From an optimization exercise on the open Yosys and OpenROAD flow, aimed at small area; shortcuts taken in it are not production practice.
Only simulation tests tie the RTL to the original design; equivalence was not proved.
Power is estimated from default activity; no workload was simulated.

==> run a <==
==> flow/design.v <==
module fifo_aoi3
        (output logic y,
        input logic a0, s0, a1, s1, a2, s2);
    assign y = ~((a0 & s0) | (a1 & s1) | (a2 & s2));
endmodule
module fifo
        #(parameter WIDTH = 16,
        parameter DEPTH = 16)
        (output logic [WIDTH-1:0] fifo_data_out,
        output logic fifo_full, fifo_empty,
        input logic [WIDTH-1:0] fifo_data_in,
        input logic rst_, clk, fifo_write, fifo_read);
    logic [DEPTH-1:0][WIDTH-1:0] mem;
    logic [$clog2(DEPTH):0] cnt;
    logic push, pop;
    assign fifo_empty = (cnt == 0);
    assign fifo_full  = (cnt == DEPTH);
    assign push = fifo_write && !fifo_full;
    assign pop  = fifo_read && !fifo_empty && !push;
    always_ff @(posedge clk, negedge rst_) begin
        if (!rst_)
            cnt <= 0;
        else if (push)
            cnt <= cnt + 1;
        else if (pop)
            cnt <= cnt - 1;
    end
    logic [DEPTH-1:0] sel;
    always_comb
        for (int i = 0; i < DEPTH; i++)
            sel[i] = (cnt[$clog2(DEPTH)-1:0] == 4'(i + 1));
    logic [WIDTH-1:0] rdata;
    logic [4:0][WIDTH-1:0] t;
    for (genvar k = 0; k < 5; k++) begin : g_slice
        for (genvar b = 0; b < WIDTH; b++) begin : g_bit
            fifo_aoi3 u_aoi (.y(t[k][b]),
                .a0(mem[3*k][b]), .s0(sel[3*k]),
                .a1(mem[3*k+1][b]), .s1(sel[3*k+1]),
                .a2(mem[3*k+2][b]), .s2(sel[3*k+2]));
        end
    end
    assign rdata = ~(t[0] & t[1] & t[2] & t[3] & t[4]) | (mem[15] & {WIDTH{sel[15]}});
    always_ff @(posedge clk) begin
        if (push && rst_)
            mem <= {mem[DEPTH-2:0], fifo_data_in};
        if (pop && rst_)
            fifo_data_out <= rdata;
    end
endmodule
==> flow/run.sh <==
#!/bin/bash
# synth_recipe.tcl (not shown) runs the flow's synth.tcl, then flattens the netlist and writes it again
# the make line also repeats each setting of config.mk as NAME=value (left out here)
make -C /OpenROAD-flow-scripts/flow DESIGN_CONFIG=/design/flow/config.mk WORK_HOME=/design/flow/orfs CLKGATE_MAP_FILE= SYNTH_SCRIPT=/design/flow/synth_recipe.tcl finish
==> flow/config.mk <==
export PLATFORM = sky130hd
export DESIGN_NAME = fifo
export DESIGN_NICKNAME = fifo
export VERILOG_FILES = /design/flow/design.v
export SDC_FILE = /design/flow/constraint.sdc
export NUM_CORES = 4
export LEC_CHECK = 0
export CAP_MARGIN = 20
export CORE_MARGIN = 2
export CORE_UTILIZATION = 40
export SLEW_MARGIN = 20
export SYNTH_HIERARCHICAL = 1
==> flow/constraint.sdc <==
create_clock -name core_clock -period 4.0 [get_ports {clk}]
set_input_delay 0.8000 -clock core_clock [delete_from_list [all_inputs] [get_ports {clk}]]
set_output_delay 0.8000 -clock core_clock [all_outputs]
set_load 0.01 [all_outputs]
==> run b (differences from run a) <==
--- a/flow/design.v
+++ b/flow/design.v
@@ -13,6 +13,6 @@
     logic [DEPTH-1:0][WIDTH-1:0] mem;
-    logic [$clog2(DEPTH):0] cnt;
+    logic [$clog2(DEPTH):0] nlast;
     logic push, pop;
-    assign fifo_empty = (cnt == 0);
-    assign fifo_full  = (cnt == DEPTH);
+    assign fifo_empty = !nlast[$clog2(DEPTH)];
+    assign fifo_full  = nlast[$clog2(DEPTH)] && !(|nlast[$clog2(DEPTH)-1:0]);
     assign push = fifo_write && !fifo_full;
@@ -21,7 +21,7 @@
         if (!rst_)
-            cnt <= 0;
+            nlast <= '0;
         else if (push)
-            cnt <= cnt + 1;
+            nlast <= nlast - 1'b1;
         else if (pop)
-            cnt <= cnt - 1;
+            nlast <= nlast + 1'b1;
     end
@@ -30,3 +30,3 @@
         for (int i = 0; i < DEPTH; i++)
-            sel[i] = (cnt[$clog2(DEPTH)-1:0] == 4'(i + 1));
+            sel[i] = (nlast[$clog2(DEPTH)-1:0] == 4'(DEPTH - 1 - i));
     logic [WIDTH-1:0] rdata;
==> flow/flow/run.sh (new file) <==
#!/bin/bash
# The standard layout with two changes:
#  - clock tree: clkbuf_8 leaf buffers on clusters of up to 20 registers, and
#    no dummy loads (the clock tree is not balanced with extra buffers);
#  - port buffers: buf_1 instead of the default choice.
# The make output of every step goes to standard.log in the work folder; ORFS
# keeps each tool's own log under orfs/logs/.
set -euo pipefail
export CTS_ARGS="-sink_clustering_enable -repair_clock_nets -dont_use_dummy_load -buf_list sky130_fd_sc_hd__clkbuf_8 -sink_clustering_size 20 -sink_clustering_max_diameter 60"
export BUFFER_PORTS_ARGS="-buffer_cell sky130_fd_sc_hd__buf_1"
bash standard.sh > standard.log 2>&1
==> flow/standard.sh (new file) <==
#!/bin/bash
# synth_recipe.tcl (not shown) runs the flow's synth.tcl, then flattens the netlist and writes it again
# the make line also repeats each setting of config.mk as NAME=value (left out here)
make -C /OpenROAD-flow-scripts/flow DESIGN_CONFIG=/design/flow/config.mk WORK_HOME=/design/flow/orfs CLKGATE_MAP_FILE= SYNTH_SCRIPT=/design/flow/synth_recipe.tcl "${@:-finish}"
--- a/flow/config.mk
+++ b/flow/config.mk
@@ -9,3 +9,3 @@
 export CORE_MARGIN = 2
-export CORE_UTILIZATION = 40
+export CORE_UTILIZATION = 65
 export SLEW_MARGIN = 20
removed: flow/run.sh
==> run c (differences from run a) <==
--- a/flow/design.v
+++ b/flow/design.v
@@ -13,6 +13,6 @@
     logic [DEPTH-1:0][WIDTH-1:0] mem;
-    logic [$clog2(DEPTH):0] cnt;
+    logic [$clog2(DEPTH):0] nlast;
     logic push, pop;
-    assign fifo_empty = (cnt == 0);
-    assign fifo_full  = (cnt == DEPTH);
+    assign fifo_empty = !nlast[$clog2(DEPTH)];
+    assign fifo_full  = nlast[$clog2(DEPTH)] && !(|nlast[$clog2(DEPTH)-1:0]);
     assign push = fifo_write && !fifo_full;
@@ -21,7 +21,7 @@
         if (!rst_)
-            cnt <= 0;
+            nlast <= '0;
         else if (push)
-            cnt <= cnt + 1;
+            nlast <= nlast - 1'b1;
         else if (pop)
-            cnt <= cnt - 1;
+            nlast <= nlast + 1'b1;
     end
@@ -30,3 +30,3 @@
         for (int i = 0; i < DEPTH; i++)
-            sel[i] = (cnt[$clog2(DEPTH)-1:0] == 4'(i + 1));
+            sel[i] = (nlast[$clog2(DEPTH)-1:0] == 4'(DEPTH - 1 - i));
     logic [WIDTH-1:0] rdata;
==> flow/flow/run.sh (new file) <==
#!/bin/bash
# The standard layout with three changes:
#  - clock tree: clkbuf_8 leaf buffers on clusters of up to 20 registers, and
#    no dummy loads (the clock tree is not balanced with extra buffers);
#  - port buffers: buf_1 instead of the default choice;
#  - after global routing, gates off the critical paths are downsized
#    (RECOVER_POWER 100).
# The make output of every step goes to standard.log in the work folder; ORFS
# keeps each tool's own log under orfs/logs/.
set -euo pipefail
export CTS_ARGS="-sink_clustering_enable -repair_clock_nets -dont_use_dummy_load -buf_list sky130_fd_sc_hd__clkbuf_8 -sink_clustering_size 20 -sink_clustering_max_diameter 60"
export BUFFER_PORTS_ARGS="-buffer_cell sky130_fd_sc_hd__buf_1"
export RECOVER_POWER=100
bash standard.sh > standard.log 2>&1
==> flow/standard.sh (new file) <==
#!/bin/bash
# synth_recipe.tcl (not shown) runs the flow's synth.tcl, then flattens the netlist and writes it again
# the make line also repeats each setting of config.mk as NAME=value (left out here)
make -C /OpenROAD-flow-scripts/flow DESIGN_CONFIG=/design/flow/config.mk WORK_HOME=/design/flow/orfs CLKGATE_MAP_FILE= SYNTH_SCRIPT=/design/flow/synth_recipe.tcl "${@:-finish}"
--- a/flow/config.mk
+++ b/flow/config.mk
@@ -9,3 +9,3 @@
 export CORE_MARGIN = 2
-export CORE_UTILIZATION = 40
+export CORE_UTILIZATION = 65
 export SLEW_MARGIN = 20
removed: flow/run.sh
==> run d (differences from run a) <==
==> flow/design.v (replaced) <==
module fifo
        #(parameter WIDTH = 16,
        parameter DEPTH = 16)
        (output logic [WIDTH-1:0] fifo_data_out,
        output logic fifo_full, fifo_empty,
        input logic [WIDTH-1:0] fifo_data_in,
        input logic rst_, clk, fifo_write, fifo_read);
        logic [$clog2(DEPTH)-1:0] wr_ptr, rd_ptr;
        logic [DEPTH-1:0][WIDTH-1:0] fifo_memory;
        logic [$clog2(DEPTH):0] cnt;
	always_ff @(posedge clk, negedge rst_) begin 
	if(!rst_) begin
	    for(bit[4:0] i = 0 ;i <= DEPTH - 1 ; i++)begin fifo_memory[i] <= 0 ; end
	    wr_ptr <= 0;
   	    rd_ptr <= 0;
	    cnt <= 0;
        end
        else begin
            if(fifo_write && !fifo_full) begin
                fifo_memory[wr_ptr] <= fifo_data_in;
                wr_ptr <= wr_ptr + 1 ;
                cnt <= cnt + 1 ;
            end
            else if(fifo_read && !fifo_empty)begin
                fifo_data_out <= fifo_memory[rd_ptr];
                rd_ptr <= rd_ptr + 1;
                cnt <= cnt - 1;
            end
        end
    end
    always_comb begin
        if(cnt == 0) begin 
            fifo_empty = 1;
            fifo_full = 0;
        end
        else if(cnt == DEPTH) begin 
            fifo_empty = 0;
            fifo_full = 1;
        end
        else begin 
            fifo_empty = 0;
            fifo_full = 0;
        end
    end
endmodule
--- a/flow/config.mk
+++ b/flow/config.mk
@@ -11,2 +11 @@
 export SLEW_MARGIN = 20
-export SYNTH_HIERARCHICAL = 1
==> reports/qor.csv <==
metric;value;unit
status;timing/DRC/antenna clean;
register share of total power;0.480;
critical path class;reg -> out;
#FFs+latches synth;277;
met3 GRT Util;0.0325;
Peak Freq;0.303;GHz
Tap Count;324;
met3 routed WL;2010;um
sw frac;0.275;
Simple-Gate Fraction of Synth Area;0.0437;
The numbers above come from run a.

==> reports/qor.csv <==
metric;value;unit
Final setup viols;0;
met3 routed WL;1620;um
post-synth top area cell;dfrtp_1;
Inserted Clock Buffers;31;
#FFs+latches synth;285;
WL final;32700;um
Critical Path AT;2.49;ns
status;timing/DRC/antenna clean;
critical path class;reg -> out;
met3 GRT Util;0.0256;
register share of total power;0.387;
sw frac;0.346;
Peak Freq;0.304;GHz
The numbers above come from run d.

==> reports/qor.csv <==
metric;value;unit
Simple-Gate Fraction of Synth Area;0.0425;
Max Slew Vio Count;164;
met3 GRT Util;0.0401;
register share of total power;0.599;
status;failed layout checks;
met3 routed WL;1720;um
Fail Reasons;max-capacitance violations, max-slew violations;
Max Cap Viol;3;
Peak Freq;0.308;GHz
The numbers above come from run c.

==> reports/qor.csv <==
metric;value;unit
CP delay by family, top;flip-flops;
critical path class;reg -> out;
met3 GRT Util;0.0401;
CP Launch Point;nlast[0];
#FFs+latches synth;277;
sw frac;0.287;
status;timing/DRC/antenna clean;
register share of total power;0.594;
Tap Count;184;
Peak Freq;0.356;GHz
1st-pass router iterations;8;
Simple-Gate Fraction of Synth Area;0.0425;
The numbers above come from run b.

==> afterwards: timing with drivers on the ports <==
The results above use ideal ports. As a check the final layouts listed here were re-extracted and re-timed, cells and wires unchanged. Step 1 assumes that a clkbuf_16 drives the clock port and a buf_2 every other input. Step 2 moves the port delays by t, midway between the first and last clock arrival at a register: inputs arrive t later, outputs are due t later. That takes back most of the time a late clock gives input paths. a / b / c = ideal ports / drivers / drivers and shift; a / b = the first two.
run | shift t [ns] | setup WS [ns] | hold slack, ns
run a | 0.575 | 0.694 / 0.652 / 0.587 | 0.445 / 0.445 / 0.445
run b | 0.543 | 1.193 / 1.154 / 1.290 | 0.148 / 0.131 / 0.421
run c | 0.543 | 0.749 / 0.749 / 0.736 | 0.153 / 0.135 / 0.418
run d | 0.606 | 0.709 / 0.663 / 0.629 | 0.173 / 0.176 / 0.482
For run a, which loses most, drivers alone change the setup slack by -0.042 ns; drivers and shift together by -0.107 ns.
